This is an optimization exercise on Yosys and OpenROAD, whose aim is small area and a short achievable clock period, not a production implementation. Function was checked by simulation only, so behaviour that the tests miss may differ from the original. Power figures rest on the tool's default switching activity, not on a simulated workload.

File: design/flow/design.v
module processor( input         clk, reset,
                  output [31:0] PC,
                  input  [31:0] instruction,
                  output        WE,
                  output [31:0] address_to_mem,
                  output [31:0] data_to_mem,
                  input  [31:0] data_from_mem
                );
    wire [6:0] op = instruction[6:0];
    wire [2:0] f3 = instruction[14:12];
    wire [4:0] a1 = instruction[19:15];
    wire [4:0] a2 = instruction[24:20];
    wire [4:0] a3 = instruction[11:7];
    wire is_store = ~op[6] &  op[5] & ~op[4];
    wire is_lui   = ~op[6] &  op[4] &  op[2];
    wire is_rtype = ~op[6] &  op[5] &  op[4] & ~op[2];
    wire is_flog  = ~op[6] & ~op[4] &  op[3];
    wire is_load  = ~op[6] & ~op[5] & ~op[4] & ~op[3];
    wire is_br    =  op[6] & ~op[2];
    wire is_jal   =  op[6] &  op[2] &  op[3];
    wire is_jalr  =  op[6] &  op[2] & ~op[3];
    wire reg_write = ~is_store & ~is_br;
    wire [31:0] imm_i = {{20{instruction[31]}}, instruction[31:20]};
    wire [31:0] imm_s = {{20{instruction[31]}}, instruction[31:25], instruction[11:7]};
    wire [31:0] imm_u = {instruction[31:12], 12'b0};
    wire [31:0] imm_b = {{20{instruction[31]}}, instruction[7], instruction[30:25], instruction[11:8], 1'b0};
    wire [31:0] imm_j = {{12{instruction[31]}}, instruction[19:12], instruction[20], instruction[30:21], 1'b0};
    reg  [31:0] rf [1:31];
    wire [31:0] wd;
    wire [31:0] rs1, rs2;
    wire [31:0] wd_r = wd & {32{~reset}};
    wire [31:0] sel1, sel2, en, en_n;
    genvar gi, gb;
    generate
        for (gi = 0; gi < 32; gi = gi + 1) begin : dec
            assign sel1[gi] = (a1 == gi);
            assign sel2[gi] = (a2 == gi);
            assign en[gi]   = reset | (reg_write & (a3 == gi));
            assign en_n[gi] = ~en[gi];
        end
        for (gi = 1; gi < 32; gi = gi + 1) begin : wr
            wire [31:0] d;
            for (gb = 0; gb < 32; gb = gb + 1) begin : b
                k_a22o m (.a1(rf[gi][gb]), .a2(en_n[gi]), .b1(wd_r[gb]), .b2(en[gi]), .y(d[gb]));
            end
            always @(posedge clk) rf[gi] <= d;
        end
        for (gb = 0; gb < 32; gb = gb + 1) begin : rd
            wire [31:1] q;
            for (gi = 1; gi < 32; gi = gi + 1) begin : c
                assign q[gi] = rf[gi][gb];
            end
            rf_rdbit r1 (.q(q), .sel(sel1[31:1]), .y(rs1[gb]));
            rf_rdbit r2 (.q(q), .sel(sel2[31:1]), .y(rs2[gb]));
        end
    endgenerate
    wire [31:0] imm_a = is_store ? imm_s : (is_lui ? imm_u : imm_i);
    wire [31:0] agu;
    add_agu u_agu (.a(rs1), .b(imm_a), .s(agu));
    assign address_to_mem = agu;
    assign data_to_mem = rs2;
    reg  [7:0] armed_key;
    always @(posedge clk) if (reset) armed_key <= 8'hA5;
    assign WE = is_store & (armed_key == 8'hA5);
    wire        sub = is_br | instruction[30];
    wire [31:0] bx = rs2 ^ {32{sub}};
    wire [31:0] as_p = rs1 ^ bx;
    wire [31:0] as_g = rs1 & bx;
    wire [31:0] as_g0 = {as_g[31:1], as_g[0] | (as_p[0] & sub)};
    wire [31:0] addsub;
    add_as u_as (.g(as_g0), .p(as_p), .c0(sub), .s(addsub));
    wire        eq = &as_p;           
    wire        lt = addsub[31];
    wire [31:0] andv = rs1 & rs2;
    wire [31:0] srlv = (|rs2[31:5]) ? 32'b0 : (rs1 >> rs2[4:0]);
    wire [8:0]  fl = {1'b0, rs1[30:23]} - 9'd127;
    wire [31:0] flog = {{23{fl[8]}}, fl};
    reg  [31:0] pc_q;
    assign PC = pc_q;
    wire [31:0] pc4 = pc_q + 32'd4;
    wire [31:0] immbj = op[2] ? imm_j : imm_b;
    wire [31:0] pcimm;
    add_pc u_pc (.g(pc_q & immbj), .p(pc_q ^ immbj), .c0(1'b0), .s(pcimm));
    wire taken = is_br & (f3[2] ? lt : eq);
    wire [31:0] pc_next = is_jalr ? agu : ((is_jal | taken) ? pcimm : pc4);
    always @(posedge clk) pc_q <= reset ? 32'b0 : pc_next;
    reg [31:0] wdr;
    always @(*) begin
        if (is_rtype)
            wdr = f3[2] ? (f3[1] ? andv : srlv) : addsub;
        else if (is_load)
            wdr = data_from_mem;
        else if (is_flog)
            wdr = flog;
        else if (op[6])
            wdr = pc4;
        else
            wdr = agu;
    end
    assign wd = wdr;
endmodule
module rf_rdbit (input [31:1] q, input [31:1] sel, output y);
    wire [10:0] n;
    wire [2:0] m;
    k_a222oi g0 (q[1],  sel[1],  q[2],  sel[2],  q[3],  sel[3],  n[0]);
    k_a222oi g1 (q[4],  sel[4],  q[5],  sel[5],  q[6],  sel[6],  n[1]);
    k_a222oi g2 (q[7],  sel[7],  q[8],  sel[8],  q[9],  sel[9],  n[2]);
    k_a222oi g3 (q[10], sel[10], q[11], sel[11], q[12], sel[12], n[3]);
    k_a222oi g4 (q[13], sel[13], q[14], sel[14], q[15], sel[15], n[4]);
    k_a222oi g5 (q[16], sel[16], q[17], sel[17], q[18], sel[18], n[5]);
    k_a222oi g6 (q[19], sel[19], q[20], sel[20], q[21], sel[21], n[6]);
    k_a222oi g7 (q[22], sel[22], q[23], sel[23], q[24], sel[24], n[7]);
    k_a222oi g8 (q[25], sel[25], q[26], sel[26], q[27], sel[27], n[8]);
    k_a222oi g9 (q[28], sel[28], q[29], sel[29], q[30], sel[30], n[9]);
    k_nand2  g10 (q[31], sel[31], n[10]);
    k_nand4  h0 (n[0], n[1], n[2], n[3], m[0]);
    k_nand4  h1 (n[4], n[5], n[6], n[7], m[1]);
    k_nand3  h2 (n[8], n[9], n[10], m[2]);
    k_or3    o  (m[0], m[1], m[2], y);
endmodule
module k_inv (input a, output y);            assign y = ~a;                       endmodule
module k_nand2 (input a, b, output y);       assign y = ~(a & b);                 endmodule
module k_nor2 (input a, b, output y);        assign y = ~(a | b);                 endmodule
module k_nand3 (input a, b, c, output y);    assign y = ~(a & b & c);             endmodule
module k_or3 (input a, b, c, output y);      assign y = a | b | c;                endmodule
module k_nand4 (input a, b, c, d, output y); assign y = ~(a & b & c & d);         endmodule
module k_xor2 (input a, b, output y);        assign y = a ^ b;                    endmodule
module k_xnor2 (input a, b, output y);       assign y = ~(a ^ b);                 endmodule
module k_a21oi (input a1, a2, b1, output y); assign y = ~((a1 & a2) | b1);        endmodule
module k_o21ai (input a1, a2, b1, output y); assign y = ~((a1 | a2) & b1);        endmodule
module k_a22o (input a1, a2, b1, b2, output y); assign y = (a1 & a2) | (b1 & b2); endmodule
module k_a222oi (input a1, a2, b1, b2, c1, c2, output y);
    assign y = ~((a1 & a2) | (b1 & b2) | (c1 & c2));
endmodule
module add_agu (input [31:0] a, input [31:0] b, output [31:0] s);
    wire t1;
    k_nand2 c1 (a[0], b[0], t1);
    k_xor2 c2 (a[0], b[0], s[0]);
    wire t3;
    k_xnor2 c3 (a[0], b[0], t3);
    wire t4;
    k_nand2 c4 (a[1], b[1], t4);
    wire t5;
    k_xnor2 c5 (a[1], b[1], t5);
    wire t6;
    k_nand2 c6 (a[2], b[2], t6);
    wire t7;
    k_xnor2 c7 (a[2], b[2], t7);
    wire t8;
    k_nand2 c8 (a[3], b[3], t8);
    wire t9;
    k_xnor2 c9 (a[3], b[3], t9);
    wire t10;
    k_nand2 c10 (a[4], b[4], t10);
    wire t11;
    k_xnor2 c11 (a[4], b[4], t11);
    wire t12;
    k_nand2 c12 (a[5], b[5], t12);
    wire t13;
    k_xnor2 c13 (a[5], b[5], t13);
    wire t14;
    k_nand2 c14 (a[6], b[6], t14);
    wire t15;
    k_xnor2 c15 (a[6], b[6], t15);
    wire t16;
    k_nand2 c16 (a[7], b[7], t16);
    wire t17;
    k_xnor2 c17 (a[7], b[7], t17);
    wire t18;
    k_nand2 c18 (a[8], b[8], t18);
    wire t19;
    k_xnor2 c19 (a[8], b[8], t19);
    wire t20;
    k_nand2 c20 (a[9], b[9], t20);
    wire t21;
    k_xnor2 c21 (a[9], b[9], t21);
    wire t22;
    k_nand2 c22 (a[10], b[10], t22);
    wire t23;
    k_xnor2 c23 (a[10], b[10], t23);
    wire t24;
    k_nand2 c24 (a[11], b[11], t24);
    wire t25;
    k_xnor2 c25 (a[11], b[11], t25);
    wire t26;
    k_nand2 c26 (a[12], b[12], t26);
    wire t27;
    k_xnor2 c27 (a[12], b[12], t27);
    wire t28;
    k_nand2 c28 (a[13], b[13], t28);
    wire t29;
    k_xnor2 c29 (a[13], b[13], t29);
    wire t30;
    k_nand2 c30 (a[14], b[14], t30);
    wire t31;
    k_xnor2 c31 (a[14], b[14], t31);
    wire t32;
    k_nand2 c32 (a[15], b[15], t32);
    wire t33;
    k_xnor2 c33 (a[15], b[15], t33);
    wire t34;
    k_nand2 c34 (a[16], b[16], t34);
    wire t35;
    k_xnor2 c35 (a[16], b[16], t35);
    wire t36;
    k_nand2 c36 (a[17], b[17], t36);
    wire t37;
    k_xnor2 c37 (a[17], b[17], t37);
    wire t38;
    k_nand2 c38 (a[18], b[18], t38);
    wire t39;
    k_xnor2 c39 (a[18], b[18], t39);
    wire t40;
    k_nand2 c40 (a[19], b[19], t40);
    wire t41;
    k_xnor2 c41 (a[19], b[19], t41);
    wire t42;
    k_nand2 c42 (a[20], b[20], t42);
    wire t43;
    k_xnor2 c43 (a[20], b[20], t43);
    wire t44;
    k_nand2 c44 (a[21], b[21], t44);
    wire t45;
    k_xnor2 c45 (a[21], b[21], t45);
    wire t46;
    k_nand2 c46 (a[22], b[22], t46);
    wire t47;
    k_xnor2 c47 (a[22], b[22], t47);
    wire t48;
    k_nand2 c48 (a[23], b[23], t48);
    wire t49;
    k_xnor2 c49 (a[23], b[23], t49);
    wire t50;
    k_nand2 c50 (a[24], b[24], t50);
    wire t51;
    k_xnor2 c51 (a[24], b[24], t51);
    wire t52;
    k_nand2 c52 (a[25], b[25], t52);
    wire t53;
    k_xnor2 c53 (a[25], b[25], t53);
    wire t54;
    k_nand2 c54 (a[26], b[26], t54);
    wire t55;
    k_xnor2 c55 (a[26], b[26], t55);
    wire t56;
    k_nand2 c56 (a[27], b[27], t56);
    wire t57;
    k_xnor2 c57 (a[27], b[27], t57);
    wire t58;
    k_nand2 c58 (a[28], b[28], t58);
    wire t59;
    k_xnor2 c59 (a[28], b[28], t59);
    wire t60;
    k_nand2 c60 (a[29], b[29], t60);
    wire t61;
    k_xnor2 c61 (a[29], b[29], t61);
    wire t62;
    k_nand2 c62 (a[30], b[30], t62);
    wire t63;
    k_xnor2 c63 (a[30], b[30], t63);
    wire t64;
    k_nand2 c64 (a[31], b[31], t64);
    wire t65;
    k_xnor2 c65 (a[31], b[31], t65);
    wire t66;
    k_o21ai c66 (t5, t1, t4, t66);
    wire t67;
    k_o21ai c67 (t9, t6, t8, t67);
    wire t68;
    k_nor2 c68 (t9, t7, t68);
    wire t69;
    k_o21ai c69 (t13, t10, t12, t69);
    wire t70;
    k_nor2 c70 (t13, t11, t70);
    wire t71;
    k_o21ai c71 (t17, t14, t16, t71);
    wire t72;
    k_nor2 c72 (t17, t15, t72);
    wire t73;
    k_o21ai c73 (t21, t18, t20, t73);
    wire t74;
    k_nor2 c74 (t21, t19, t74);
    wire t75;
    k_o21ai c75 (t25, t22, t24, t75);
    wire t76;
    k_nor2 c76 (t25, t23, t76);
    wire t77;
    k_o21ai c77 (t29, t26, t28, t77);
    wire t78;
    k_nor2 c78 (t29, t27, t78);
    wire t79;
    k_o21ai c79 (t33, t30, t32, t79);
    wire t80;
    k_nor2 c80 (t33, t31, t80);
    wire t81;
    k_o21ai c81 (t37, t34, t36, t81);
    wire t82;
    k_nor2 c82 (t37, t35, t82);
    wire t83;
    k_o21ai c83 (t41, t38, t40, t83);
    wire t84;
    k_nor2 c84 (t41, t39, t84);
    wire t85;
    k_o21ai c85 (t45, t42, t44, t85);
    wire t86;
    k_nor2 c86 (t45, t43, t86);
    wire t87;
    k_o21ai c87 (t49, t46, t48, t87);
    wire t88;
    k_nor2 c88 (t49, t47, t88);
    wire t89;
    k_o21ai c89 (t53, t50, t52, t89);
    wire t90;
    k_nor2 c90 (t53, t51, t90);
    wire t91;
    k_o21ai c91 (t57, t54, t56, t91);
    wire t92;
    k_nor2 c92 (t57, t55, t92);
    wire t93;
    k_o21ai c93 (t61, t58, t60, t93);
    wire t94;
    k_nor2 c94 (t61, t59, t94);
    wire t95;
    k_o21ai c95 (t65, t62, t64, t95);
    wire t96;
    k_nor2 c96 (t65, t63, t96);
    wire t97;
    k_inv c97 (t66, t97);
    wire t98;
    k_o21ai c98 (t7, t97, t6, t98);
    wire t99;
    k_a21oi c99 (t68, t66, t67, t99);
    wire t100;
    k_inv c100 (t69, t100);
    wire t101;
    k_inv c101 (t70, t101);
    wire t102;
    k_o21ai c102 (t15, t100, t14, t102);
    wire t103;
    k_nor2 c103 (t15, t101, t103);
    wire t104;
    k_a21oi c104 (t72, t69, t71, t104);
    wire t105;
    k_nand2 c105 (t72, t70, t105);
    wire t106;
    k_inv c106 (t73, t106);
    wire t107;
    k_inv c107 (t74, t107);
    wire t108;
    k_o21ai c108 (t23, t106, t22, t108);
    wire t109;
    k_nor2 c109 (t23, t107, t109);
    wire t110;
    k_a21oi c110 (t76, t73, t75, t110);
    wire t111;
    k_nand2 c111 (t76, t74, t111);
    wire t112;
    k_inv c112 (t77, t112);
    wire t113;
    k_inv c113 (t78, t113);
    wire t114;
    k_o21ai c114 (t31, t112, t30, t114);
    wire t115;
    k_nor2 c115 (t31, t113, t115);
    wire t116;
    k_a21oi c116 (t80, t77, t79, t116);
    wire t117;
    k_nand2 c117 (t80, t78, t117);
    wire t118;
    k_inv c118 (t81, t118);
    wire t119;
    k_inv c119 (t82, t119);
    wire t120;
    k_o21ai c120 (t39, t118, t38, t120);
    wire t121;
    k_nor2 c121 (t39, t119, t121);
    wire t122;
    k_a21oi c122 (t84, t81, t83, t122);
    wire t123;
    k_nand2 c123 (t84, t82, t123);
    wire t124;
    k_inv c124 (t85, t124);
    wire t125;
    k_inv c125 (t86, t125);
    wire t126;
    k_o21ai c126 (t47, t124, t46, t126);
    wire t127;
    k_nor2 c127 (t47, t125, t127);
    wire t128;
    k_a21oi c128 (t88, t85, t87, t128);
    wire t129;
    k_nand2 c129 (t88, t86, t129);
    wire t130;
    k_inv c130 (t89, t130);
    wire t131;
    k_inv c131 (t90, t131);
    wire t132;
    k_o21ai c132 (t55, t130, t54, t132);
    wire t133;
    k_nor2 c133 (t55, t131, t133);
    wire t134;
    k_a21oi c134 (t92, t89, t91, t134);
    wire t135;
    k_nand2 c135 (t92, t90, t135);
    wire t136;
    k_inv c136 (t93, t136);
    wire t137;
    k_inv c137 (t94, t137);
    wire t138;
    k_o21ai c138 (t63, t136, t62, t138);
    wire t139;
    k_nor2 c139 (t63, t137, t139);
    wire t140;
    k_a21oi c140 (t96, t93, t95, t140);
    wire t141;
    k_nand2 c141 (t96, t94, t141);
    wire t142;
    k_o21ai c142 (t11, t99, t10, t142);
    wire t143;
    k_inv c143 (t99, t143);
    wire t144;
    k_a21oi c144 (t70, t143, t69, t144);
    wire t145;
    k_a21oi c145 (t103, t143, t102, t145);
    wire t146;
    k_o21ai c146 (t105, t99, t104, t146);
    wire t147;
    k_o21ai c147 (t27, t110, t26, t147);
    wire t148;
    k_nor2 c148 (t27, t111, t148);
    wire t149;
    k_inv c149 (t110, t149);
    wire t150;
    k_inv c150 (t111, t150);
    wire t151;
    k_a21oi c151 (t78, t149, t77, t151);
    wire t152;
    k_nand2 c152 (t78, t150, t152);
    wire t153;
    k_a21oi c153 (t115, t149, t114, t153);
    wire t154;
    k_nand2 c154 (t115, t150, t154);
    wire t155;
    k_o21ai c155 (t117, t110, t116, t155);
    wire t156;
    k_nor2 c156 (t117, t111, t156);
    wire t157;
    k_o21ai c157 (t43, t122, t42, t157);
    wire t158;
    k_nor2 c158 (t43, t123, t158);
    wire t159;
    k_inv c159 (t122, t159);
    wire t160;
    k_inv c160 (t123, t160);
    wire t161;
    k_a21oi c161 (t86, t159, t85, t161);
    wire t162;
    k_nand2 c162 (t86, t160, t162);
    wire t163;
    k_a21oi c163 (t127, t159, t126, t163);
    wire t164;
    k_nand2 c164 (t127, t160, t164);
    wire t165;
    k_o21ai c165 (t129, t122, t128, t165);
    wire t166;
    k_nor2 c166 (t129, t123, t166);
    wire t167;
    k_o21ai c167 (t59, t134, t58, t167);
    wire t168;
    k_nor2 c168 (t59, t135, t168);
    wire t169;
    k_inv c169 (t134, t169);
    wire t170;
    k_inv c170 (t135, t170);
    wire t171;
    k_a21oi c171 (t94, t169, t93, t171);
    wire t172;
    k_nand2 c172 (t94, t170, t172);
    wire t173;
    k_a21oi c173 (t139, t169, t138, t173);
    wire t174;
    k_nand2 c174 (t139, t170, t174);
    wire t175;
    k_o21ai c175 (t141, t134, t140, t175);
    wire t176;
    k_nor2 c176 (t141, t135, t176);
    wire t177;
    k_inv c177 (t146, t177);
    wire t178;
    k_o21ai c178 (t19, t177, t18, t178);
    wire t179;
    k_a21oi c179 (t74, t146, t73, t179);
    wire t180;
    k_a21oi c180 (t109, t146, t108, t180);
    wire t181;
    k_o21ai c181 (t111, t177, t110, t181);
    wire t182;
    k_a21oi c182 (t148, t146, t147, t182);
    wire t183;
    k_o21ai c183 (t152, t177, t151, t183);
    wire t184;
    k_o21ai c184 (t154, t177, t153, t184);
    wire t185;
    k_a21oi c185 (t156, t146, t155, t185);
    wire t186;
    k_inv c186 (t165, t186);
    wire t187;
    k_inv c187 (t166, t187);
    wire t188;
    k_o21ai c188 (t51, t186, t50, t188);
    wire t189;
    k_nor2 c189 (t51, t187, t189);
    wire t190;
    k_a21oi c190 (t90, t165, t89, t190);
    wire t191;
    k_nand2 c191 (t90, t166, t191);
    wire t192;
    k_a21oi c192 (t133, t165, t132, t192);
    wire t193;
    k_nand2 c193 (t133, t166, t193);
    wire t194;
    k_o21ai c194 (t135, t186, t134, t194);
    wire t195;
    k_nor2 c195 (t135, t187, t195);
    wire t196;
    k_a21oi c196 (t168, t165, t167, t196);
    wire t197;
    k_nand2 c197 (t168, t166, t197);
    wire t198;
    k_o21ai c198 (t172, t186, t171, t198);
    wire t199;
    k_nor2 c199 (t172, t187, t199);
    wire t200;
    k_o21ai c200 (t174, t186, t173, t200);
    wire t201;
    k_nor2 c201 (t174, t187, t201);
    wire t202;
    k_a21oi c202 (t176, t165, t175, t202);
    wire t203;
    k_nand2 c203 (t176, t166, t203);
    wire t204;
    k_o21ai c204 (t35, t185, t34, t204);
    wire t205;
    k_inv c205 (t185, t205);
    wire t206;
    k_a21oi c206 (t82, t205, t81, t206);
    wire t207;
    k_a21oi c207 (t121, t205, t120, t207);
    wire t208;
    k_o21ai c208 (t123, t185, t122, t208);
    wire t209;
    k_a21oi c209 (t158, t205, t157, t209);
    wire t210;
    k_o21ai c210 (t162, t185, t161, t210);
    wire t211;
    k_o21ai c211 (t164, t185, t163, t211);
    wire t212;
    k_a21oi c212 (t166, t205, t165, t212);
    wire t213;
    k_a21oi c213 (t189, t205, t188, t213);
    wire t214;
    k_o21ai c214 (t191, t185, t190, t214);
    wire t215;
    k_o21ai c215 (t193, t185, t192, t215);
    wire t216;
    k_a21oi c216 (t195, t205, t194, t216);
    wire t217;
    k_o21ai c217 (t197, t185, t196, t217);
    wire t218;
    k_a21oi c218 (t199, t205, t198, t218);
    wire t219;
    k_a21oi c219 (t201, t205, t200, t219);
    wire t220;
    k_o21ai c220 (t203, t185, t202, t220);
    k_xor2 c221 (t5, t1, s[1]);
    k_xnor2 c222 (t7, t66, s[2]);
    k_xnor2 c223 (t9, t98, s[3]);
    k_xor2 c224 (t11, t99, s[4]);
    k_xnor2 c225 (t13, t142, s[5]);
    k_xor2 c226 (t15, t144, s[6]);
    k_xor2 c227 (t17, t145, s[7]);
    k_xnor2 c228 (t19, t146, s[8]);
    k_xnor2 c229 (t21, t178, s[9]);
    k_xor2 c230 (t23, t179, s[10]);
    k_xor2 c231 (t25, t180, s[11]);
    k_xnor2 c232 (t27, t181, s[12]);
    k_xor2 c233 (t29, t182, s[13]);
    k_xnor2 c234 (t31, t183, s[14]);
    k_xnor2 c235 (t33, t184, s[15]);
    k_xor2 c236 (t35, t185, s[16]);
    k_xnor2 c237 (t37, t204, s[17]);
    k_xor2 c238 (t39, t206, s[18]);
    k_xor2 c239 (t41, t207, s[19]);
    k_xnor2 c240 (t43, t208, s[20]);
    k_xor2 c241 (t45, t209, s[21]);
    k_xnor2 c242 (t47, t210, s[22]);
    k_xnor2 c243 (t49, t211, s[23]);
    k_xor2 c244 (t51, t212, s[24]);
    k_xor2 c245 (t53, t213, s[25]);
    k_xnor2 c246 (t55, t214, s[26]);
    k_xnor2 c247 (t57, t215, s[27]);
    k_xor2 c248 (t59, t216, s[28]);
    k_xnor2 c249 (t61, t217, s[29]);
    k_xor2 c250 (t63, t218, s[30]);
    k_xor2 c251 (t65, t219, s[31]);
endmodule
module add_as (input [31:0] g, input [31:0] p, input c0, output [31:0] s);
    wire t1;
    k_a21oi c1 (p[1], g[0], g[1], t1);
    wire t2;
    k_a21oi c2 (p[3], g[2], g[3], t2);
    wire t3;
    k_nand2 c3 (p[3], p[2], t3);
    wire t4;
    k_a21oi c4 (p[5], g[4], g[5], t4);
    wire t5;
    k_nand2 c5 (p[5], p[4], t5);
    wire t6;
    k_a21oi c6 (p[7], g[6], g[7], t6);
    wire t7;
    k_nand2 c7 (p[7], p[6], t7);
    wire t8;
    k_a21oi c8 (p[9], g[8], g[9], t8);
    wire t9;
    k_nand2 c9 (p[9], p[8], t9);
    wire t10;
    k_a21oi c10 (p[11], g[10], g[11], t10);
    wire t11;
    k_nand2 c11 (p[11], p[10], t11);
    wire t12;
    k_a21oi c12 (p[13], g[12], g[13], t12);
    wire t13;
    k_nand2 c13 (p[13], p[12], t13);
    wire t14;
    k_a21oi c14 (p[15], g[14], g[15], t14);
    wire t15;
    k_nand2 c15 (p[15], p[14], t15);
    wire t16;
    k_a21oi c16 (p[17], g[16], g[17], t16);
    wire t17;
    k_nand2 c17 (p[17], p[16], t17);
    wire t18;
    k_a21oi c18 (p[19], g[18], g[19], t18);
    wire t19;
    k_nand2 c19 (p[19], p[18], t19);
    wire t20;
    k_a21oi c20 (p[21], g[20], g[21], t20);
    wire t21;
    k_nand2 c21 (p[21], p[20], t21);
    wire t22;
    k_a21oi c22 (p[23], g[22], g[23], t22);
    wire t23;
    k_nand2 c23 (p[23], p[22], t23);
    wire t24;
    k_a21oi c24 (p[25], g[24], g[25], t24);
    wire t25;
    k_nand2 c25 (p[25], p[24], t25);
    wire t26;
    k_a21oi c26 (p[27], g[26], g[27], t26);
    wire t27;
    k_nand2 c27 (p[27], p[26], t27);
    wire t28;
    k_a21oi c28 (p[29], g[28], g[29], t28);
    wire t29;
    k_nand2 c29 (p[29], p[28], t29);
    wire t30;
    k_a21oi c30 (p[31], g[30], g[31], t30);
    wire t31;
    k_nand2 c31 (p[31], p[30], t31);
    wire t32;
    k_inv c32 (t1, t32);
    wire t33;
    k_a21oi c33 (p[2], t32, g[2], t33);
    wire t34;
    k_o21ai c34 (t3, t1, t2, t34);
    wire t35;
    k_inv c35 (t4, t35);
    wire t36;
    k_inv c36 (t5, t36);
    wire t37;
    k_a21oi c37 (p[6], t35, g[6], t37);
    wire t38;
    k_nand2 c38 (p[6], t36, t38);
    wire t39;
    k_o21ai c39 (t7, t4, t6, t39);
    wire t40;
    k_nor2 c40 (t7, t5, t40);
    wire t41;
    k_inv c41 (t8, t41);
    wire t42;
    k_inv c42 (t9, t42);
    wire t43;
    k_a21oi c43 (p[10], t41, g[10], t43);
    wire t44;
    k_nand2 c44 (p[10], t42, t44);
    wire t45;
    k_o21ai c45 (t11, t8, t10, t45);
    wire t46;
    k_nor2 c46 (t11, t9, t46);
    wire t47;
    k_inv c47 (t12, t47);
    wire t48;
    k_inv c48 (t13, t48);
    wire t49;
    k_a21oi c49 (p[14], t47, g[14], t49);
    wire t50;
    k_nand2 c50 (p[14], t48, t50);
    wire t51;
    k_o21ai c51 (t15, t12, t14, t51);
    wire t52;
    k_nor2 c52 (t15, t13, t52);
    wire t53;
    k_inv c53 (t16, t53);
    wire t54;
    k_inv c54 (t17, t54);
    wire t55;
    k_a21oi c55 (p[18], t53, g[18], t55);
    wire t56;
    k_nand2 c56 (p[18], t54, t56);
    wire t57;
    k_o21ai c57 (t19, t16, t18, t57);
    wire t58;
    k_nor2 c58 (t19, t17, t58);
    wire t59;
    k_inv c59 (t20, t59);
    wire t60;
    k_inv c60 (t21, t60);
    wire t61;
    k_a21oi c61 (p[22], t59, g[22], t61);
    wire t62;
    k_nand2 c62 (p[22], t60, t62);
    wire t63;
    k_o21ai c63 (t23, t20, t22, t63);
    wire t64;
    k_nor2 c64 (t23, t21, t64);
    wire t65;
    k_inv c65 (t24, t65);
    wire t66;
    k_inv c66 (t25, t66);
    wire t67;
    k_a21oi c67 (p[26], t65, g[26], t67);
    wire t68;
    k_nand2 c68 (p[26], t66, t68);
    wire t69;
    k_o21ai c69 (t27, t24, t26, t69);
    wire t70;
    k_nor2 c70 (t27, t25, t70);
    wire t71;
    k_inv c71 (t28, t71);
    wire t72;
    k_inv c72 (t29, t72);
    wire t73;
    k_a21oi c73 (p[30], t71, g[30], t73);
    wire t74;
    k_nand2 c74 (p[30], t72, t74);
    wire t75;
    k_o21ai c75 (t31, t28, t30, t75);
    wire t76;
    k_nor2 c76 (t31, t29, t76);
    wire t77;
    k_a21oi c77 (p[4], t34, g[4], t77);
    wire t78;
    k_inv c78 (t34, t78);
    wire t79;
    k_o21ai c79 (t5, t78, t4, t79);
    wire t80;
    k_o21ai c80 (t38, t78, t37, t80);
    wire t81;
    k_a21oi c81 (t40, t34, t39, t81);
    wire t82;
    k_a21oi c82 (p[12], t45, g[12], t82);
    wire t83;
    k_nand2 c83 (p[12], t46, t83);
    wire t84;
    k_inv c84 (t45, t84);
    wire t85;
    k_inv c85 (t46, t85);
    wire t86;
    k_o21ai c86 (t13, t84, t12, t86);
    wire t87;
    k_nor2 c87 (t13, t85, t87);
    wire t88;
    k_o21ai c88 (t50, t84, t49, t88);
    wire t89;
    k_nor2 c89 (t50, t85, t89);
    wire t90;
    k_a21oi c90 (t52, t45, t51, t90);
    wire t91;
    k_nand2 c91 (t52, t46, t91);
    wire t92;
    k_a21oi c92 (p[20], t57, g[20], t92);
    wire t93;
    k_nand2 c93 (p[20], t58, t93);
    wire t94;
    k_inv c94 (t57, t94);
    wire t95;
    k_inv c95 (t58, t95);
    wire t96;
    k_o21ai c96 (t21, t94, t20, t96);
    wire t97;
    k_nor2 c97 (t21, t95, t97);
    wire t98;
    k_o21ai c98 (t62, t94, t61, t98);
    wire t99;
    k_nor2 c99 (t62, t95, t99);
    wire t100;
    k_a21oi c100 (t64, t57, t63, t100);
    wire t101;
    k_nand2 c101 (t64, t58, t101);
    wire t102;
    k_a21oi c102 (p[28], t69, g[28], t102);
    wire t103;
    k_nand2 c103 (p[28], t70, t103);
    wire t104;
    k_inv c104 (t69, t104);
    wire t105;
    k_inv c105 (t70, t105);
    wire t106;
    k_o21ai c106 (t29, t104, t28, t106);
    wire t107;
    k_nor2 c107 (t29, t105, t107);
    wire t108;
    k_o21ai c108 (t74, t104, t73, t108);
    wire t109;
    k_nor2 c109 (t74, t105, t109);
    wire t110;
    k_a21oi c110 (t76, t69, t75, t110);
    wire t111;
    k_nand2 c111 (t76, t70, t111);
    wire t112;
    k_inv c112 (t81, t112);
    wire t113;
    k_a21oi c113 (p[8], t112, g[8], t113);
    wire t114;
    k_o21ai c114 (t9, t81, t8, t114);
    wire t115;
    k_o21ai c115 (t44, t81, t43, t115);
    wire t116;
    k_a21oi c116 (t46, t112, t45, t116);
    wire t117;
    k_o21ai c117 (t83, t81, t82, t117);
    wire t118;
    k_a21oi c118 (t87, t112, t86, t118);
    wire t119;
    k_a21oi c119 (t89, t112, t88, t119);
    wire t120;
    k_o21ai c120 (t91, t81, t90, t120);
    wire t121;
    k_inv c121 (t100, t121);
    wire t122;
    k_inv c122 (t101, t122);
    wire t123;
    k_a21oi c123 (p[24], t121, g[24], t123);
    wire t124;
    k_nand2 c124 (p[24], t122, t124);
    wire t125;
    k_o21ai c125 (t25, t100, t24, t125);
    wire t126;
    k_nor2 c126 (t25, t101, t126);
    wire t127;
    k_o21ai c127 (t68, t100, t67, t127);
    wire t128;
    k_nor2 c128 (t68, t101, t128);
    wire t129;
    k_a21oi c129 (t70, t121, t69, t129);
    wire t130;
    k_nand2 c130 (t70, t122, t130);
    wire t131;
    k_o21ai c131 (t103, t100, t102, t131);
    wire t132;
    k_nor2 c132 (t103, t101, t132);
    wire t133;
    k_a21oi c133 (t107, t121, t106, t133);
    wire t134;
    k_nand2 c134 (t107, t122, t134);
    wire t135;
    k_a21oi c135 (t109, t121, t108, t135);
    wire t136;
    k_nand2 c136 (t109, t122, t136);
    wire t137;
    k_o21ai c137 (t111, t100, t110, t137);
    wire t138;
    k_nor2 c138 (t111, t101, t138);
    wire t139;
    k_a21oi c139 (p[16], t120, g[16], t139);
    wire t140;
    k_inv c140 (t120, t140);
    wire t141;
    k_o21ai c141 (t17, t140, t16, t141);
    wire t142;
    k_o21ai c142 (t56, t140, t55, t142);
    wire t143;
    k_a21oi c143 (t58, t120, t57, t143);
    wire t144;
    k_o21ai c144 (t93, t140, t92, t144);
    wire t145;
    k_a21oi c145 (t97, t120, t96, t145);
    wire t146;
    k_a21oi c146 (t99, t120, t98, t146);
    wire t147;
    k_o21ai c147 (t101, t140, t100, t147);
    wire t148;
    k_o21ai c148 (t124, t140, t123, t148);
    wire t149;
    k_a21oi c149 (t126, t120, t125, t149);
    wire t150;
    k_a21oi c150 (t128, t120, t127, t150);
    wire t151;
    k_o21ai c151 (t130, t140, t129, t151);
    wire t152;
    k_a21oi c152 (t132, t120, t131, t152);
    wire t153;
    k_o21ai c153 (t134, t140, t133, t153);
    wire t154;
    k_o21ai c154 (t136, t140, t135, t154);
    wire t155;
    k_a21oi c155 (t138, t120, t137, t155);
    k_xor2 c156 (p[0], c0, s[0]);
    k_xor2 c157 (p[1], g[0], s[1]);
    k_xnor2 c158 (p[2], t1, s[2]);
    k_xnor2 c159 (p[3], t33, s[3]);
    k_xor2 c160 (p[4], t34, s[4]);
    k_xnor2 c161 (p[5], t77, s[5]);
    k_xor2 c162 (p[6], t79, s[6]);
    k_xor2 c163 (p[7], t80, s[7]);
    k_xnor2 c164 (p[8], t81, s[8]);
    k_xnor2 c165 (p[9], t113, s[9]);
    k_xor2 c166 (p[10], t114, s[10]);
    k_xor2 c167 (p[11], t115, s[11]);
    k_xnor2 c168 (p[12], t116, s[12]);
    k_xor2 c169 (p[13], t117, s[13]);
    k_xnor2 c170 (p[14], t118, s[14]);
    k_xnor2 c171 (p[15], t119, s[15]);
    k_xor2 c172 (p[16], t120, s[16]);
    k_xnor2 c173 (p[17], t139, s[17]);
    k_xor2 c174 (p[18], t141, s[18]);
    k_xor2 c175 (p[19], t142, s[19]);
    k_xnor2 c176 (p[20], t143, s[20]);
    k_xor2 c177 (p[21], t144, s[21]);
    k_xnor2 c178 (p[22], t145, s[22]);
    k_xnor2 c179 (p[23], t146, s[23]);
    k_xor2 c180 (p[24], t147, s[24]);
    k_xor2 c181 (p[25], t148, s[25]);
    k_xnor2 c182 (p[26], t149, s[26]);
    k_xnor2 c183 (p[27], t150, s[27]);
    k_xor2 c184 (p[28], t151, s[28]);
    k_xnor2 c185 (p[29], t152, s[29]);
    k_xor2 c186 (p[30], t153, s[30]);
    k_xor2 c187 (p[31], t154, s[31]);
endmodule
module add_pc (input [31:0] g, input [31:0] p, input c0, output [31:0] s);
    wire t1;
    k_a21oi c1 (p[1], g[0], g[1], t1);
    wire t2;
    k_a21oi c2 (p[3], g[2], g[3], t2);
    wire t3;
    k_nand2 c3 (p[3], p[2], t3);
    wire t4;
    k_a21oi c4 (p[5], g[4], g[5], t4);
    wire t5;
    k_nand2 c5 (p[5], p[4], t5);
    wire t6;
    k_a21oi c6 (p[7], g[6], g[7], t6);
    wire t7;
    k_nand2 c7 (p[7], p[6], t7);
    wire t8;
    k_a21oi c8 (p[9], g[8], g[9], t8);
    wire t9;
    k_nand2 c9 (p[9], p[8], t9);
    wire t10;
    k_a21oi c10 (p[11], g[10], g[11], t10);
    wire t11;
    k_nand2 c11 (p[11], p[10], t11);
    wire t12;
    k_a21oi c12 (p[13], g[12], g[13], t12);
    wire t13;
    k_nand2 c13 (p[13], p[12], t13);
    wire t14;
    k_a21oi c14 (p[15], g[14], g[15], t14);
    wire t15;
    k_nand2 c15 (p[15], p[14], t15);
    wire t16;
    k_a21oi c16 (p[17], g[16], g[17], t16);
    wire t17;
    k_nand2 c17 (p[17], p[16], t17);
    wire t18;
    k_a21oi c18 (p[19], g[18], g[19], t18);
    wire t19;
    k_nand2 c19 (p[19], p[18], t19);
    wire t20;
    k_a21oi c20 (p[21], g[20], g[21], t20);
    wire t21;
    k_nand2 c21 (p[21], p[20], t21);
    wire t22;
    k_a21oi c22 (p[23], g[22], g[23], t22);
    wire t23;
    k_nand2 c23 (p[23], p[22], t23);
    wire t24;
    k_a21oi c24 (p[25], g[24], g[25], t24);
    wire t25;
    k_nand2 c25 (p[25], p[24], t25);
    wire t26;
    k_a21oi c26 (p[27], g[26], g[27], t26);
    wire t27;
    k_nand2 c27 (p[27], p[26], t27);
    wire t28;
    k_a21oi c28 (p[29], g[28], g[29], t28);
    wire t29;
    k_nand2 c29 (p[29], p[28], t29);
    wire t30;
    k_a21oi c30 (p[31], g[30], g[31], t30);
    wire t31;
    k_nand2 c31 (p[31], p[30], t31);
    wire t32;
    k_o21ai c32 (t3, t1, t2, t32);
    wire t33;
    k_o21ai c33 (t7, t4, t6, t33);
    wire t34;
    k_nor2 c34 (t7, t5, t34);
    wire t35;
    k_o21ai c35 (t11, t8, t10, t35);
    wire t36;
    k_nor2 c36 (t11, t9, t36);
    wire t37;
    k_o21ai c37 (t15, t12, t14, t37);
    wire t38;
    k_nor2 c38 (t15, t13, t38);
    wire t39;
    k_o21ai c39 (t19, t16, t18, t39);
    wire t40;
    k_nor2 c40 (t19, t17, t40);
    wire t41;
    k_o21ai c41 (t23, t20, t22, t41);
    wire t42;
    k_nor2 c42 (t23, t21, t42);
    wire t43;
    k_o21ai c43 (t27, t24, t26, t43);
    wire t44;
    k_nor2 c44 (t27, t25, t44);
    wire t45;
    k_o21ai c45 (t31, t28, t30, t45);
    wire t46;
    k_nor2 c46 (t31, t29, t46);
    wire t47;
    k_a21oi c47 (t34, t32, t33, t47);
    wire t48;
    k_a21oi c48 (t38, t35, t37, t48);
    wire t49;
    k_nand2 c49 (t38, t36, t49);
    wire t50;
    k_a21oi c50 (t42, t39, t41, t50);
    wire t51;
    k_nand2 c51 (t42, t40, t51);
    wire t52;
    k_a21oi c52 (t46, t43, t45, t52);
    wire t53;
    k_nand2 c53 (t46, t44, t53);
    wire t54;
    k_o21ai c54 (t49, t47, t48, t54);
    wire t55;
    k_o21ai c55 (t53, t50, t52, t55);
    wire t56;
    k_nor2 c56 (t53, t51, t56);
    wire t57;
    k_a21oi c57 (t56, t54, t55, t57);
    wire t58;
    k_inv c58 (t54, t58);
    wire t59;
    k_o21ai c59 (t51, t58, t50, t59);
    wire t60;
    k_inv c60 (t47, t60);
    wire t61;
    k_a21oi c61 (t36, t60, t35, t61);
    wire t62;
    k_a21oi c62 (t40, t54, t39, t62);
    wire t63;
    k_a21oi c63 (t44, t59, t43, t63);
    wire t64;
    k_inv c64 (t32, t64);
    wire t65;
    k_o21ai c65 (t5, t64, t4, t65);
    wire t66;
    k_o21ai c66 (t9, t47, t8, t66);
    wire t67;
    k_o21ai c67 (t13, t61, t12, t67);
    wire t68;
    k_o21ai c68 (t17, t58, t16, t68);
    wire t69;
    k_o21ai c69 (t21, t62, t20, t69);
    wire t70;
    k_inv c70 (t59, t70);
    wire t71;
    k_o21ai c71 (t25, t70, t24, t71);
    wire t72;
    k_o21ai c72 (t29, t63, t28, t72);
    wire t73;
    k_inv c73 (t1, t73);
    wire t74;
    k_a21oi c74 (p[2], t73, g[2], t74);
    wire t75;
    k_a21oi c75 (p[4], t32, g[4], t75);
    wire t76;
    k_a21oi c76 (p[6], t65, g[6], t76);
    wire t77;
    k_a21oi c77 (p[8], t60, g[8], t77);
    wire t78;
    k_a21oi c78 (p[10], t66, g[10], t78);
    wire t79;
    k_inv c79 (t61, t79);
    wire t80;
    k_a21oi c80 (p[12], t79, g[12], t80);
    wire t81;
    k_a21oi c81 (p[14], t67, g[14], t81);
    wire t82;
    k_a21oi c82 (p[16], t54, g[16], t82);
    wire t83;
    k_a21oi c83 (p[18], t68, g[18], t83);
    wire t84;
    k_inv c84 (t62, t84);
    wire t85;
    k_a21oi c85 (p[20], t84, g[20], t85);
    wire t86;
    k_a21oi c86 (p[22], t69, g[22], t86);
    wire t87;
    k_a21oi c87 (p[24], t59, g[24], t87);
    wire t88;
    k_a21oi c88 (p[26], t71, g[26], t88);
    wire t89;
    k_inv c89 (t63, t89);
    wire t90;
    k_a21oi c90 (p[28], t89, g[28], t90);
    wire t91;
    k_a21oi c91 (p[30], t72, g[30], t91);
    k_xor2 c92 (p[0], c0, s[0]);
    k_xor2 c93 (p[1], g[0], s[1]);
    k_xnor2 c94 (p[2], t1, s[2]);
    k_xnor2 c95 (p[3], t74, s[3]);
    k_xor2 c96 (p[4], t32, s[4]);
    k_xnor2 c97 (p[5], t75, s[5]);
    k_xor2 c98 (p[6], t65, s[6]);
    k_xnor2 c99 (p[7], t76, s[7]);
    k_xnor2 c100 (p[8], t47, s[8]);
    k_xnor2 c101 (p[9], t77, s[9]);
    k_xor2 c102 (p[10], t66, s[10]);
    k_xnor2 c103 (p[11], t78, s[11]);
    k_xnor2 c104 (p[12], t61, s[12]);
    k_xnor2 c105 (p[13], t80, s[13]);
    k_xor2 c106 (p[14], t67, s[14]);
    k_xnor2 c107 (p[15], t81, s[15]);
    k_xor2 c108 (p[16], t54, s[16]);
    k_xnor2 c109 (p[17], t82, s[17]);
    k_xor2 c110 (p[18], t68, s[18]);
    k_xnor2 c111 (p[19], t83, s[19]);
    k_xnor2 c112 (p[20], t62, s[20]);
    k_xnor2 c113 (p[21], t85, s[21]);
    k_xor2 c114 (p[22], t69, s[22]);
    k_xnor2 c115 (p[23], t86, s[23]);
    k_xor2 c116 (p[24], t59, s[24]);
    k_xnor2 c117 (p[25], t87, s[25]);
    k_xor2 c118 (p[26], t71, s[26]);
    k_xnor2 c119 (p[27], t88, s[27]);
    k_xnor2 c120 (p[28], t63, s[28]);
    k_xnor2 c121 (p[29], t90, s[29]);
    k_xor2 c122 (p[30], t72, s[30]);
    k_xnor2 c123 (p[31], t91, s[31]);
endmodule
File: design/flow/run.sh
#!/bin/bash
# synth_recipe.tcl (not shown) runs the flow's synth.tcl, then flattens the netlist and writes it again
# the make line also repeats each setting of config.mk as NAME=value (left out here)
make -C /OpenROAD-flow-scripts/flow DESIGN_CONFIG=/design/flow/config.mk WORK_HOME=/design/flow/orfs CLKGATE_MAP_FILE= SYNTH_SCRIPT=/design/flow/synth_recipe.tcl finish
File: design/flow/config.mk
export PLATFORM = sky130hd
export DESIGN_NAME = processor
export DESIGN_NICKNAME = processor
export VERILOG_FILES = /design/flow/design.v
export SDC_FILE = /design/flow/constraint.sdc
export NUM_CORES = 4
export LEC_CHECK = 0
export CAP_MARGIN = 20
export CORE_MARGIN = 2
export CORE_UTILIZATION = 40
export SETUP_SLACK_MARGIN = 3.5
export SLEW_MARGIN = 20
export SYNTH_HIERARCHICAL = 1
File: design/flow/constraint.sdc
create_clock -name core_clock -period 11.0 [get_ports {clk}]
set_input_delay 2.2000 -clock core_clock [delete_from_list [all_inputs] [get_ports {clk}]]
set_output_delay 2.2000 -clock core_clock [all_outputs]
set_load 0.01 [all_outputs]
==> qor_table.md <==
| Result | Reported |
|:---|:---|
| Number of global-route vias before repair | 48300 |
| Hold Fails Final Rpt | 0 |
| Layout cells sized above 1 | 0.219 |
| DRC errors left | 0 |
| Min-Delay Path Class | flop to flop |
| Largest net degree at the start of global routing | 49 |
| Number of failing setup endpoints in the final timing report | 0 |
| TritonCTS sink count | 1024 |
| WP data required | 8.80 ns |
| Proportion of synthesized chip area in sequential cells | 0.425 |
| Number of clock buffers inserted by TritonCTS | 107 |
| Max-slew headroom | 0.168 |
| Clock latency (worst-skew pair) | 0.78 ns |
| Root buffer cell | clkbuf_16 |
| Row count | 127 |
| Warnings, synthesis | 9 |
| Ordered cell list for the critical path | buf_6 > buf_12 > nand3b_1 > buf_12 > nor2_4 > buf_4 > buf_16 > a222oi_1 > nand4_1 > or3_4 > xnor2_4 > o21ai_2 > a21oi_4 > o21ai_4 > buf_12 > a21oi_4 > buf_12 > buf_6 > o21ai_4 > xnor2_2 > buf_2 |
| Routed WL per cell | 38.3 um |
| Worst path slowest cell | or3_4 |
| Type of the worst setup path | input pin to primary output |
| Number of enable-type register cells in the synthesized netlist | 0 |
| Post-synthesis to final-layout area growth | 28.7% |
| Final wirelength | 268000 um |
| Critical path data arrival time | 6.37 ns |
| RePlAce Congestion | 1.07 |
| Startpoint types | input pin |
| Minimum clock period after layout | 8.57 ns |
| Leakage power | 0.0240 uW |
| Fmax | 117 MHz |
| Sum of negative setup slack | 0 ns |
| Number of vias per cell after detailed routing | 7.53 |
| CTS H-tree depth | 3 |
| Run status | complete, no violations |
| Maximum fanout along the worst path | 7 |
| Synthesized flop and latch total | 1024 |
| Count of maximum capacitance violations | 0 |
| Kind of cell with the highest combined delay on the critical path | simple AND/OR/NAND/NOR gates |
| GRT overflow | 0 |
| Estimated wirelength of the detail-placed design | 167000 um |
| Starting density of the core | 0.402 |
| Top-level port count | 163 |
| Number of antenna violations at the first check in global routing | 14 |
| Die height | 351 um |
| Wire length of the first global-routing pass | 368000 um |
| Post-synthesis area per instance | 10.4 um2 |
| Most frequent cells in the layout | dfxtp_1, a22o_1, a222oi_1 |
| Sum of buffers and inverters on the critical path | 9 |
| Die width | 351 um |
| Leading cell type in the layout, fill and taps excluded | dfxtp_1 |
| Max VDD drop | 0.134 mV |
| Critical path endpoint category | primary output |
| Number of slew-limit violations in the final report | 0 |
| Crit-path most repeated cell | buf_12 |
| Layout Skew | 0.0527 ns |
| Utilization after layout | 0.518 |
| Synth async-reset ratio | 0 |
| Netlist area before placement | 48200 um2 |
| Transition at the pin with the smallest max-transition slack | 1.24 ns |
| Predominant post-synthesis flop cell | dfxtp_1 |
| Cells after Synth | 4636 |
| Clock input transition at the sequential cells of the worst setup and hold paths | 0.06 ns |
| Port Buffer Count | 160 |
| Number of nets in the layout | 5431 |
| Placeable core area | 120000 um2 |
| Total power per unit cell area | 210 nW/um2 |
| Count of unique library cells instantiated by Yosys | 75 |
| Total routing usage reported by global routing | 0.413 |
| Violation count after the first detailed-routing iteration | 12100 |
| Count of hold buffers inserted by post-cts repair | 0 |
| Area enclosed by the die boundary | 123000 um2 |
| Deepest clock path buffer count | 3 |
| Final worst-path cycle share | 0.779 |
| Number of detailed-routing iterations run before antenna repair | 14 |
| ANT nets after route | 0 |
| Routed via count | 52700 |
| Number of fill cells in the layout | 10800 |
| Largest incremental delay on the critical path | 0.60 ns |
| Clock tree from TritonCTS | yes |
| Setup repair after global routing missed its margin | true |
-- Yosys cell counts (5+ instances only) --
library cell | number | area [um2]
nor3_1 | 45 | 225
and2_1 | 9 | 56.3
clkbuf_1 | 92 | 345
o211ai_1 | 9 | 67.6
a31oi_1 | 18 | 113
o221ai_1 | 7 | 61.3
nor2_1 | 196 | 736
nand2b_1 | 19 | 119
nand3b_1 | 14 | 105
o2111ai_1 | 6 | 52.6
o22a_1 | 14 | 123
nand3_1 | 107 | 536
a222oi_1 | 651 | 6520
and3_1 | 12 | 75.1
nand2_1 | 243 | 912
buf_2 | 5 | 25.0
o21ai_0 | 43 | 215
ha_1 | 64 | 801
inv_1 | 100 | 375
a211oi_1 | 27 | 203
buf_1 | 6 | 22.5
nor2b_1 | 16 | 100
a21oi_2 | 111 | 972
o21ai_1 | 92 | 460
a21oi_1 | 54 | 270
nor4_1 | 20 | 125
a22o_1 | 997 | 8730
a21o_1 | 48 | 360
mux4_2 | 24 | 541
dfxtp_1 | 1024 | 20500
mux2i_1 | 33 | 330
xnor2_1 | 106 | 928
xor2_1 | 87 | 762
mux2_2 | 18 | 203
a2111oi_0 | 9 | 78.8
nand4_1 | 149 | 932
o31ai_1 | 5 | 37.5
a31o_2 | 15 | 131
or3_1 | 68 | 425
-- modules after synthesis (local to each module, per instance), excerpt --
module,flip-flops and latches,times used
processor,1024,1
k_a222oi,0,640
k_a21oi,0,111
k_a22o,0,992
k_xnor2,0,81
k_xor2,0,46
k_nand4,0,128
k_or3,0,64
k_nand3,0,64
k_o21ai,0,91
k_inv,0,60
k_nand2,0,156
k_nor2,0,51
-- kinds of logic (layout without fill, tap and decap cells) --
| logic type | count (synthesis) | in the layout | synth area share |
|---|---|---|---|
| adder cells (fa/ha/maj) | 64 | 64 | 0.0166 |
| AND/OR/NAND/NOR | 920 | 943 | 0.0946 |
| AO/OA/AOI/OAI | 2148 | 2149 | 0.389 |
| XOR/XNOR | 193 | 193 | 0.0351 |
| other | 1 | 8 | 0.0000778 |
| multiplexers | 75 | 75 | 0.0223 |
| flip-flops | 1024 | 1024 | 0.425 |
| buffers and inverters | 211 | 929 | 0.0172 |
-- worst paths after layout --
path | from | to | slack [ns] | cells after the start
max | instruction[19] | address_to_mem[26] | 2.43 | 21
min | rf[12][30] | rf[12][30] | 0.51 | 1
max reg2reg | rf[10][4] | rf[3][29] | 5.53 | 20
min reg2reg | rf[12][30] | rf[12][30] | 0.51 | 1
-- metrics by stage --
step                power (uW)  instances  setup WS, ns  area (um2)  hold WS, ns
CTS                      12700       6962          2.78       61400        0.509
finish                   13100       6997          2.43       62100        0.511
floorplan                 7100       4638          3.38       49400        0.476
global route             13400       6992          2.48       62100        0.520
global placement          8620       6578         0.885       54900        0.485
detailed placement        8680       6580         0.978       54900        0.492
-- registers in the layout, summed over array words and instances (netlist names) --
name  flops
pc_q     32
rf      992
-- what timing repair did --
action	4_1_cts	5_1_grt
pin swaps	182	61
gates cloned	28	1
buffers inserted	166	29
setup endpoints to repair	1088	425
resized for setup	408	73
-- where the power goes --
part           total [uW]  internal [uW]  switching [uW]
registers            4930           4370             563
clock network        3860           2210            1650
logic                4270           1730            2540
total               13100           8310            4760
-- per-layer routing --
metal  global-route usage  wire [um]
met1                0.526      97600
met2                0.566     105000
met3                0.139      40500
met4                0.328      24800
met5              0.00118         69
-- area by class of cell --
| cell class | count | area [um2] | area share |
|---|---|---|---|
| Clock inverter | 37 | 548 | 0.00883 |
| Clock buffer | 151 | 3120 | 0.0502 |
| Multi-Input combinational cell | 3427 | 29600 | 0.477 |
| Inverter | 102 | 410 | 0.00661 |
| Antenna cell | 5 | 12.5 | 0.000202 |
| Sequential cell | 1024 | 20500 | 0.330 |
| Tap cell | 1612 | 2020 | 0.0325 |
| Timing Repair Buffer | 639 | 5890 | 0.0949 |

## port drivers added, routing unchanged
In the flow no input, the clock included, has a driving cell. The finished layout below was timed again as built, in two steps. Step 1 sets driving cells, clkbuf_16 on the clock port and buf_2 on the other inputs (assumed; they add their load-dependent delay and slew). Step 2 times the ports against the registers' clock, not the clock port: input delays grow and output delays shrink by t, the midpoint of the rising clock arrivals with the driver on. Three values: ideal ports, drivers, drivers and shift; two values: the first two.
t (ns): 0.835
setup WS [ns]: 2.432 / 2.326 / 2.326
latest minus earliest clock arrival (ns): 0.053 / 0.052
After both steps this run still meets setup and hold. The setup slack of this run moves by -0.106 ns with the drivers and by -0.106 ns with both steps.
